What follows belongs to an exercise in optimizing a design on an open flow for small area, a short achievable clock period and few clock cycles per item; a production flow would make more cautious choices.

==> try-xenon <==
==> flow/design.v <==
module joinC #(parameter N = 2)(
	input [N - 1 : 0] valid_in,
	output reg  [N - 1 : 0] ready_in,
	output valid_out,
	input ready_out
);
	assign valid_out = &valid_in; 
	reg[N - 1 : 0] singleValid;
	integer i, j;
	always @(*)begin
		for(i = 0; i < N; i = i + 1)begin
			singleValid[i] = 1;
			for(j = 0; j < N; j = j + 1)
				if(i != j)
					singleValid[i] = singleValid[i] & valid_in[j];
		end
		for(i = 0; i < N; i = i + 1)begin
			ready_in[i] = singleValid[i] & ready_out;
		end
	end
endmodule
module OEHB #(parameter INPUTS = 2,
		parameter OUTPUTS = 1,
		parameter DATA_IN_SIZE = 32,
		parameter DATA_OUT_SIZE = 32)
	(
		input clk,
		input rst,
		input [INPUTS * (DATA_IN_SIZE)- 1 : 0]data_in_bus,
		input [INPUTS - 1 : 0]valid_in_bus,
		output [INPUTS - 1 : 0] ready_in_bus,
		output [OUTPUTS * (DATA_OUT_SIZE) - 1 : 0]data_out_bus,
		output reg [OUTPUTS - 1 : 0]valid_out_bus,
		input 	[OUTPUTS - 1 : 0] ready_out_bus
);
	wire reg_en;
	reg [DATA_IN_SIZE - 1 : 0] data_reg;
	always@(posedge clk, posedge rst)
		if(rst)
			valid_out_bus[0] <= 0;
		else
			valid_out_bus[0] <= valid_in_bus[0] | ~ready_in_bus[0];
	always@(posedge clk, posedge rst)
		if(rst)
			data_reg <= 0;
		else if(reg_en)
			data_reg <= data_in_bus[0 * DATA_IN_SIZE +: DATA_IN_SIZE];
	assign data_out_bus[0 * DATA_OUT_SIZE +: DATA_OUT_SIZE] = data_reg;
	assign ready_in_bus[0] = ~valid_out_bus[0] | ready_out_bus[0];
	assign reg_en = ready_in_bus[0] & valid_in_bus[0];
endmodule
module sdiv_op #(parameter INPUTS = 2,
		parameter OUTPUTS = 1,
		parameter DATA_IN_SIZE = 32,
		parameter DATA_OUT_SIZE = 32)
		(
		input clk,
		input rst,
		input [INPUTS * (DATA_IN_SIZE)- 1 : 0]data_in_bus,
		input [INPUTS - 1 : 0]valid_in_bus,
		output [INPUTS - 1 : 0] ready_in_bus,
		output [OUTPUTS * (DATA_OUT_SIZE) - 1 : 0]data_out_bus,
		output [OUTPUTS - 1 : 0]valid_out_bus,
		input [OUTPUTS - 1 : 0] ready_out_bus
);
	localparam K    = 4;                  
	localparam K1   = 3;                  
	localparam NC   = 1 + (31 - K1 + K - 1) / K;   
	localparam CW   = (NC > 8) ? 4 : (NC > 4) ? 3 : (NC > 2) ? 2 : 1;
	localparam DW   = K1 + (NC - 1) * K;  
	function [5:0] clz;
		input [31:0] x;
		integer i;
		begin
			clz = 6'd32;
			for (i = 0; i < 32; i = i + 1)
				if (x[i]) clz = 6'd31 - i;
		end
	endfunction
	function [32:0] add32;
		input [31:0] x, y;
		input        cin;
		reg [31:0] g, p, G, P;
		reg [32:0] cy;
		integer i, l, w;
		begin
			g = x & y;
			p = x ^ y;
			G = g;
			P = p;
			for (l = 0; l < 5; l = l + 1) begin
				w = 1 << l;
				for (i = 31; i >= 0; i = i - 1)
					if (i % (2 * w) == 2 * w - 1) begin
						G[i] = G[i] | (P[i] & G[i - w]);
						P[i] = P[i] & P[i - w];
					end
			end
			for (l = 3; l >= 0; l = l - 1) begin
				w = 1 << l;
				for (i = 31; i >= 0; i = i - 1)
					if (i >= 3 * w - 1 && i % (2 * w) == w - 1) begin
						G[i] = G[i] | (P[i] & G[i - w]);
						P[i] = P[i] & P[i - w];
					end
			end
			cy[0] = cin;
			for (i = 0; i < 32; i = i + 1)
				cy[i + 1] = G[i] | (P[i] & cin);
			add32 = {cy[32], p ^ cy[31:0]};
		end
	endfunction
	reg        sa, sb;
	reg [30:0] ma, mb;
	reg f0, f1;           
	reg rdy0, rdy1;       
	reg          busy;
	reg          fin;     
	reg [CW-1:0] cnt;     
	reg [31:0]   rem;     
	reg [DW-1:0] dq;      
	reg [31:0]   dvs;     
	reg          dsn;     
	reg          neg;     
	reg [31:0] qout;
	reg        qvalid;
	assign ready_in_bus  = {rdy1, rdy0};
	assign data_out_bus  = qout;
	assign valid_out_bus = qvalid;
	wire start    = ~busy & f0 & f1;
	wire [31:0] ax   = {1'b0, ma};            
	wire [31:0] bx   = {1'b0, mb};            
	wire [31:0] amag = ax + sa;
	wire [32:0] adif = {1'b0, amag} + {1'b0, ~bx} + {32'd0, ~sb};    
	wire        dsg  = sa ^ sb;
	wire        sgn1 = dsg & adif[32];
	wire        zq   = dsg & ~adif[32];       
	wire [31:0] dvd  = dsg ? adif[31:0] : amag;
	wire        apow = sa & ~|(ma[30:1] & ~ma[29:0]);    
	wire [6:0]  nb   = {1'b0, clz(bx)} - {1'b0, clz(ax)} + {6'd0, apow} + 7'd1;
	reg [CW-1:0] c1;      
	reg [30:0]   rem0;
	reg [DW-1:0] dq0;
	integer c;
	always @(*) begin
		c1 = NC - 1;
		for (c = NC - 1; c >= 1; c = c - 1)
			if (nb[6] || nb <= K1 + (c - 1) * K)        
				c1 = c - 1;
		rem0 = 31'd0;
		dq0  = {DW{1'b0}};
		for (c = 0; c < NC; c = c + 1)
			if (c1 == c) begin
				rem0 = dvd >> (K1 + c * K);
				dq0  = dvd << (DW - K1 - c * K);
			end
	end
	reg [31:0]   w;
	reg [DW-1:0] d;
	reg [31:0]   bv;
	reg          bs;
	reg          op;
	reg [32:0]   sum;
	integer j;
	always @(*) begin
		w  = rem;
		d  = dq;
		bv = dvs;
		bs = dsn;
		for (j = 0; j < K; j = j + 1) begin
			if (j == K - K1 && !busy) begin
				w  = {1'b0, rem0};
				d  = dq0;
				bv = bx;
				bs = sb;
			end
			op  = ~w[31];
			sum = add32({w[30:0], d[DW-1]}, bv ^ {32{op}}, op ^ bs);
			w   = sum[31:0];
			d   = {d[DW-2:0], ~w[31]};
		end
	end
	wire        last = busy ? ((cnt == 0) | fin) : (c1 == 0);
	wire        sgn  = busy ? neg : sgn1;
	wire [30:0] df   = d[30:0] & {31{busy | ~zq}};
	wire [30:0] qf   = (busy & fin) ? dq[30:0] : df;       
	wire [31:0] res  = {1'b0, qf} ^ {32{sgn}};
	wire take    = start | busy;                   
	wire hold_o  = qvalid & ~ready_out_bus[0];     
	wire busy_n  = (take & ~last) | (take & last & hold_o);
	wire f0_n    = (~f0 | start) ? valid_in_bus[0] : f0;    
	wire f1_n    = (~f1 | start) ? valid_in_bus[1] : f1;
	always @(posedge clk, posedge rst)
		if (rst) begin
			f0 <= 1'b0; f1 <= 1'b0;
			busy <= 1'b0;
			qvalid <= 1'b0;
		end else begin
			f0 <= f0_n; f1 <= f1_n;
			busy <= busy_n;
			qvalid <= hold_o | (take & last);
		end
	always @(posedge clk) begin
		rdy0 <= ~f0_n | (f1_n & ~busy_n);
		rdy1 <= ~f1_n | (f0_n & ~busy_n);
	end
	always @(posedge clk) begin
		if (~f0 | start) begin                       
			sa <= data_in_bus[31];
			ma <= data_in_bus[30:0] ^ {31{data_in_bus[31]}};
		end
		if (~f1 | start) begin                       
			sb <= data_in_bus[63];
			mb <= data_in_bus[62:32] ^ {31{data_in_bus[63]}};
		end
		if (~hold_o) qout <= res;
		if (~busy) begin
			dvs <= bx;
			dsn <= sb;
			neg <= sgn1;
		end
		rem <= w;
		if (~(busy & fin)) dq <= df;    
		fin <= last;
		if (start | busy) cnt <= busy ? cnt - 1'b1 : c1 - 1'b1;
	end
endmodule
==> flow/flow/run.sh <==
#!/bin/bash
# The standard layout, except that the port buffers are buf_2 cells
# rather than the cell buffer_ports picks by default (clkdlybuf4s50_1).
set -euo pipefail
export BUFFER_PORTS_ARGS="-buffer_cell sky130_fd_sc_hd__buf_2"
bash standard.sh > standard_make.log 2>&1
==> flow/standard.sh <==
#!/bin/bash
# synth_recipe.tcl (not shown) runs the flow's synth.tcl, then flattens the netlist and writes it again
# the make line also repeats each setting of config.mk as NAME=value (left out here)
make -C /OpenROAD-flow-scripts/flow DESIGN_CONFIG=/design/flow/config.mk WORK_HOME=/design/flow/orfs CLKGATE_MAP_FILE= SYNTH_SCRIPT=/design/flow/synth_recipe.tcl "${@:-finish}"
==> flow/config.mk <==
export PLATFORM = sky130hd
export DESIGN_NAME = sdiv_op
export DESIGN_NICKNAME = sdiv_op
export VERILOG_FILES = /design/flow/design.v
export SDC_FILE = /design/flow/constraint.sdc
export NUM_CORES = 4
export LEC_CHECK = 0
export CAP_MARGIN = 20
export CORE_MARGIN = 2
export CORE_UTILIZATION = 40
export CTS_CLUSTER_DIAMETER = 100
export CTS_CLUSTER_SIZE = 20
export SLEW_MARGIN = 20
==> flow/constraint.sdc <==
create_clock -name core_clock -period 90.0 [get_ports {clk}]
set_input_delay 18.0000 -clock core_clock [delete_from_list [all_inputs] [get_ports {clk}]]
set_output_delay 18.0000 -clock core_clock [all_outputs]
set_load 0.01 [all_outputs]
==> inputs of try-delta, as changes to try-xenon <==
==> flow/design.v, changed modules only <==
module sdiv_op #(parameter INPUTS = 2,
		parameter OUTPUTS = 1,
		parameter DATA_IN_SIZE = 32,
		parameter DATA_OUT_SIZE = 32)
		(
		input clk,
		input rst,
		input [INPUTS * (DATA_IN_SIZE)- 1 : 0]data_in_bus,
		input [INPUTS - 1 : 0]valid_in_bus,
		output [INPUTS - 1 : 0] ready_in_bus,
		output [OUTPUTS * (DATA_OUT_SIZE) - 1 : 0]data_out_bus,
		output [OUTPUTS - 1 : 0]valid_out_bus,
		input [OUTPUTS - 1 : 0] ready_out_bus
);
	localparam K    = 4;                  
	localparam K1   = 3;                  
	localparam NC   = 1 + (32 - K1 + K - 1) / K;   
	localparam CW   = (NC > 1) ? $clog2(NC) : 1;
	localparam DW   = K1 + (NC - 1) * K;  
	function [5:0] clz;
		input [31:0] x;
		integer i;
		begin
			clz = 6'd32;
			for (i = 0; i < 32; i = i + 1)
				if (x[i]) clz = 6'd31 - i;
		end
	endfunction
	function [32:0] add32;
		input [31:0] x, y;
		input        cin;
		reg [31:0] g, p, G, P;
		reg [32:0] cy;
		integer i, l, w;
		begin
			g = x & y;
			p = x ^ y;
			G = g;
			P = p;
			for (l = 0; l < 5; l = l + 1) begin
				w = 1 << l;
				for (i = 31; i >= 0; i = i - 1)
					if (i % (2 * w) == 2 * w - 1) begin
						G[i] = G[i] | (P[i] & G[i - w]);
						P[i] = P[i] & P[i - w];
					end
			end
			for (l = 3; l >= 0; l = l - 1) begin
				w = 1 << l;
				for (i = 31; i >= 0; i = i - 1)
					if (i >= 3 * w - 1 && i % (2 * w) == w - 1) begin
						G[i] = G[i] | (P[i] & G[i - w]);
						P[i] = P[i] & P[i - w];
					end
			end
			cy[0] = cin;
			for (i = 0; i < 32; i = i + 1)
				cy[i + 1] = G[i] | (P[i] & cin);
			add32 = {cy[32], p ^ cy[31:0]};
		end
	endfunction
	reg        sa, sb;
	reg [30:0] ma, mb;
	reg f0, f1;           
	reg rdy0, rdy1;       
	reg          busy;
	reg          fin;     
	reg [CW-1:0] cnt;     
	reg [31:0]   rem;     
	reg [DW-1:0] dq;      
	reg [31:0]   dvs;     
	reg          dsn;     
	reg          neg;     
	reg [31:0] qout;
	reg        qvalid;
	assign ready_in_bus  = {rdy1, rdy0};
	assign data_out_bus  = qout;
	assign valid_out_bus = qvalid;
	wire start    = ~busy & f0 & f1;
	wire [31:0] ax   = {1'b0, ma};            
	wire [31:0] bx   = {1'b0, mb};            
	wire [31:0] amag = ax + sa;
	wire [32:0] adif = {1'b0, amag} + {1'b0, ~bx} + {32'd0, ~sb};    
	wire        sgn1 = (sa ^ sb) & adif[32];
	wire [31:0] dvd  = sgn1 ? adif[31:0] : amag;
	wire        apow = sa & ~|(ma[30:1] & ~ma[29:0]);    
	wire [6:0]  nb   = {1'b0, clz(bx)} - {1'b0, clz(ax)} + {6'd0, apow} + 7'd1;
	reg [CW-1:0] c1;      
	reg [30:0]   rem0;
	reg [DW-1:0] dq0;
	integer c;
	always @(*) begin
		c1 = NC - 1;
		for (c = NC - 1; c >= 1; c = c - 1)
			if ($signed(nb) <= K1 + (c - 1) * K)
				c1 = c - 1;
		rem0 = 31'd0;
		dq0  = {DW{1'b0}};
		for (c = 0; c < NC; c = c + 1)
			if (c1 == c) begin
				rem0 = (K1 + c * K >= 32) ? 31'd0 : (dvd >> (K1 + c * K));
				dq0  = {{(DW-32){1'b0}}, dvd} << (DW - K1 - c * K);
			end
	end
	reg [31:0]   w;
	reg [DW-1:0] d;
	reg [31:0]   bv;
	reg          bs;
	reg          op;
	reg [32:0]   sum;
	integer j;
	always @(*) begin
		w  = rem;
		d  = dq;
		bv = dvs;
		bs = dsn;
		for (j = 0; j < K; j = j + 1) begin
			if (j == K - K1 && !busy) begin
				w  = {1'b0, rem0};
				d  = dq0;
				bv = bx;
				bs = sb;
			end
			op  = ~w[31];
			sum = add32({w[30:0], d[DW-1]}, bv ^ {32{op}}, op ^ bs);
			w   = sum[31:0];
			d   = {d[DW-2:0], ~w[31]};
		end
	end
	wire        last = busy ? ((cnt == 0) | fin) : (c1 == 0);
	wire        sgn  = busy ? neg : sgn1;
	wire [31:0] qf   = (busy & fin) ? dq[31:0] : d[31:0];
	wire [31:0] res  = qf ^ {32{sgn}};
	wire take    = start | busy;                   
	wire hold_o  = qvalid & ~ready_out_bus[0];     
	wire busy_n  = (take & ~last) | (take & last & hold_o);
	wire f0_n    = (~f0 | start) ? valid_in_bus[0] : f0;    
	wire f1_n    = (~f1 | start) ? valid_in_bus[1] : f1;
	always @(posedge clk, posedge rst)
		if (rst) begin
			f0 <= 1'b0; f1 <= 1'b0;
			busy <= 1'b0;
			qvalid <= 1'b0;
		end else begin
			f0 <= f0_n; f1 <= f1_n;
			busy <= busy_n;
			qvalid <= hold_o | (take & last);
		end
	always @(posedge clk) begin
		rdy0 <= ~f0_n | (f1_n & ~busy_n);
		rdy1 <= ~f1_n | (f0_n & ~busy_n);
	end
	always @(posedge clk) begin
		if (~f0 | start) begin                       
			sa <= data_in_bus[31];
			ma <= data_in_bus[30:0] ^ {31{data_in_bus[31]}};
		end
		if (~f1 | start) begin                       
			sb <= data_in_bus[63];
			mb <= data_in_bus[62:32] ^ {31{data_in_bus[63]}};
		end
		if (~hold_o) qout <= res;
		if (~busy) begin
			dvs <= bx;
			dsn <= sb;
			neg <= sgn1;
		end
		rem <= w;
		if (~(busy & fin)) dq <= d;
		fin <= last;
		if (start | busy) cnt <= busy ? cnt - 1'b1 : c1 - 1'b1;
	end
endmodule
==> flow/run.sh (new file) <==
#!/bin/bash
# synth_recipe.tcl (not shown) runs the flow's synth.tcl, then flattens the netlist and writes it again
# the make line also repeats each setting of config.mk as NAME=value (left out here)
make -C /OpenROAD-flow-scripts/flow DESIGN_CONFIG=/design/flow/config.mk WORK_HOME=/design/flow/orfs CLKGATE_MAP_FILE= SYNTH_SCRIPT=/design/flow/synth_recipe.tcl finish
--- a/flow/config.mk
+++ b/flow/config.mk
@@ -9,5 +9,3 @@
 export CORE_MARGIN = 2
 export CORE_UTILIZATION = 40
-export CTS_CLUSTER_DIAMETER = 100
-export CTS_CLUSTER_SIZE = 20
 export SLEW_MARGIN = 20
removed: flow/flow/run.sh
removed: flow/standard.sh
==> notes.md <==
Between try-delta and try-xenon, the lower via count is in try-xenon (gap about 4.4%, measured against try-xenon).
Between try-xenon and try-delta, the lower sequential cell count is in try-xenon (gap 5).
try-delta ran to the end with no violations. try-xenon ran to the end with no violations.
In try-xenon the design area is smaller than in try-delta, by 7.1%.
In try-xenon the sequential share of layout area is lower than in try-delta, by 0.31 points.
Between try-xenon and try-delta, the lower critical path depth is in try-delta (gap 78).
Of try-xenon and try-delta, try-xenon has the higher non-clock buffer count (gap 5).
Against try-delta, the clock skew of try-xenon is higher by 12 ps.
Between try-xenon and try-delta, the lower worst setup slack is in try-delta (gap 390 ps).
==> figures <==
| quantity | try-xenon | try-delta |
|---|---|---|
| Outcome | timing/DRC/antenna clean | timing/DRC/antenna clean |
| Total number of placement rows | 80 | 82 |
| Crit-path max cell delay | 670 ps | 560 ps |
| Required time of the critical path | 90280 ps | 72000 ps |
| Core Area | 0.04785 mm^2 | 0.04997 mm^2 |
| Post-synthesis area per instance | 8.394 um^2 | 8.570 um^2 |
| Met2 Resource Use GR | 0.3905 | 0.3980 |
| Tightest hold margin | 533.1 ps | 579.6 ps |
| Sequential cell area share | 0.2401 | 0.2431 |
| Worst setup path startpoint | mb[1]$_DFFE_PN_ | qout[1]$_DFFE_PN_ |
| Worst slack at placement | 70780 ps | 70380 ps |
| Well-Tap Cells | 615 | 672 |
| Portion of the clock cycle consumed by the worst path in the final layout | 0.2120 | 0.2163 |
| Area after detailed placement | 0.02065 mm^2 | 0.02188 mm^2 |
| Clock transition at the registers of the reported paths | 90 ps | 60 ps |
| Number of multi-input logic gates | 1856 | 1857 |
| DP HPWL | 48940 um | 52150 um |
| Final non-filler cell area | 0.02116 mm^2 | 0.02279 mm^2 |
| Yosys cell types | 78 | 81 |
| Growth of design area from synthesis to finish | 8.849% | 13.10% |
| First-pass GRT wire length | 96700 um | 102800 um |
No functional check of the RTL was part of any run of this note.

## static timing again, ports no longer ideal
In the flow no input, the clock included, has a driving cell. The finished layouts below were timed again as built, in two steps.
Step 1, drivers: a clkbuf_16 drives clk and a buf_2 each remaining input, both assumed.
Step 2 times the ports against the registers' clock, not the clock port: input delays grow and output delays shrink by t, the midpoint of the rising clock arrivals with the driver on.
Three values: ideal, step 1, step 2; two values: the first two.
run	t (ns)	setup slack, ns	latest minus earliest clock arrival (ns)	worst register clock-pin slew, ns	pins driven straight from the clock port
try-xenon	0.566	70.917 / 70.888 / 70.812	0.022 / 0.023	0.09 / 0.09	1
try-delta	0.611	70.530 / 70.470 / 70.416	0.011 / 0.010	0.06 / 0.06	1
After both steps setup and hold are still met in every run listed. For try-delta, which loses most, drivers alone change the setup slack by -0.060 ns; drivers and shift together by -0.114 ns.
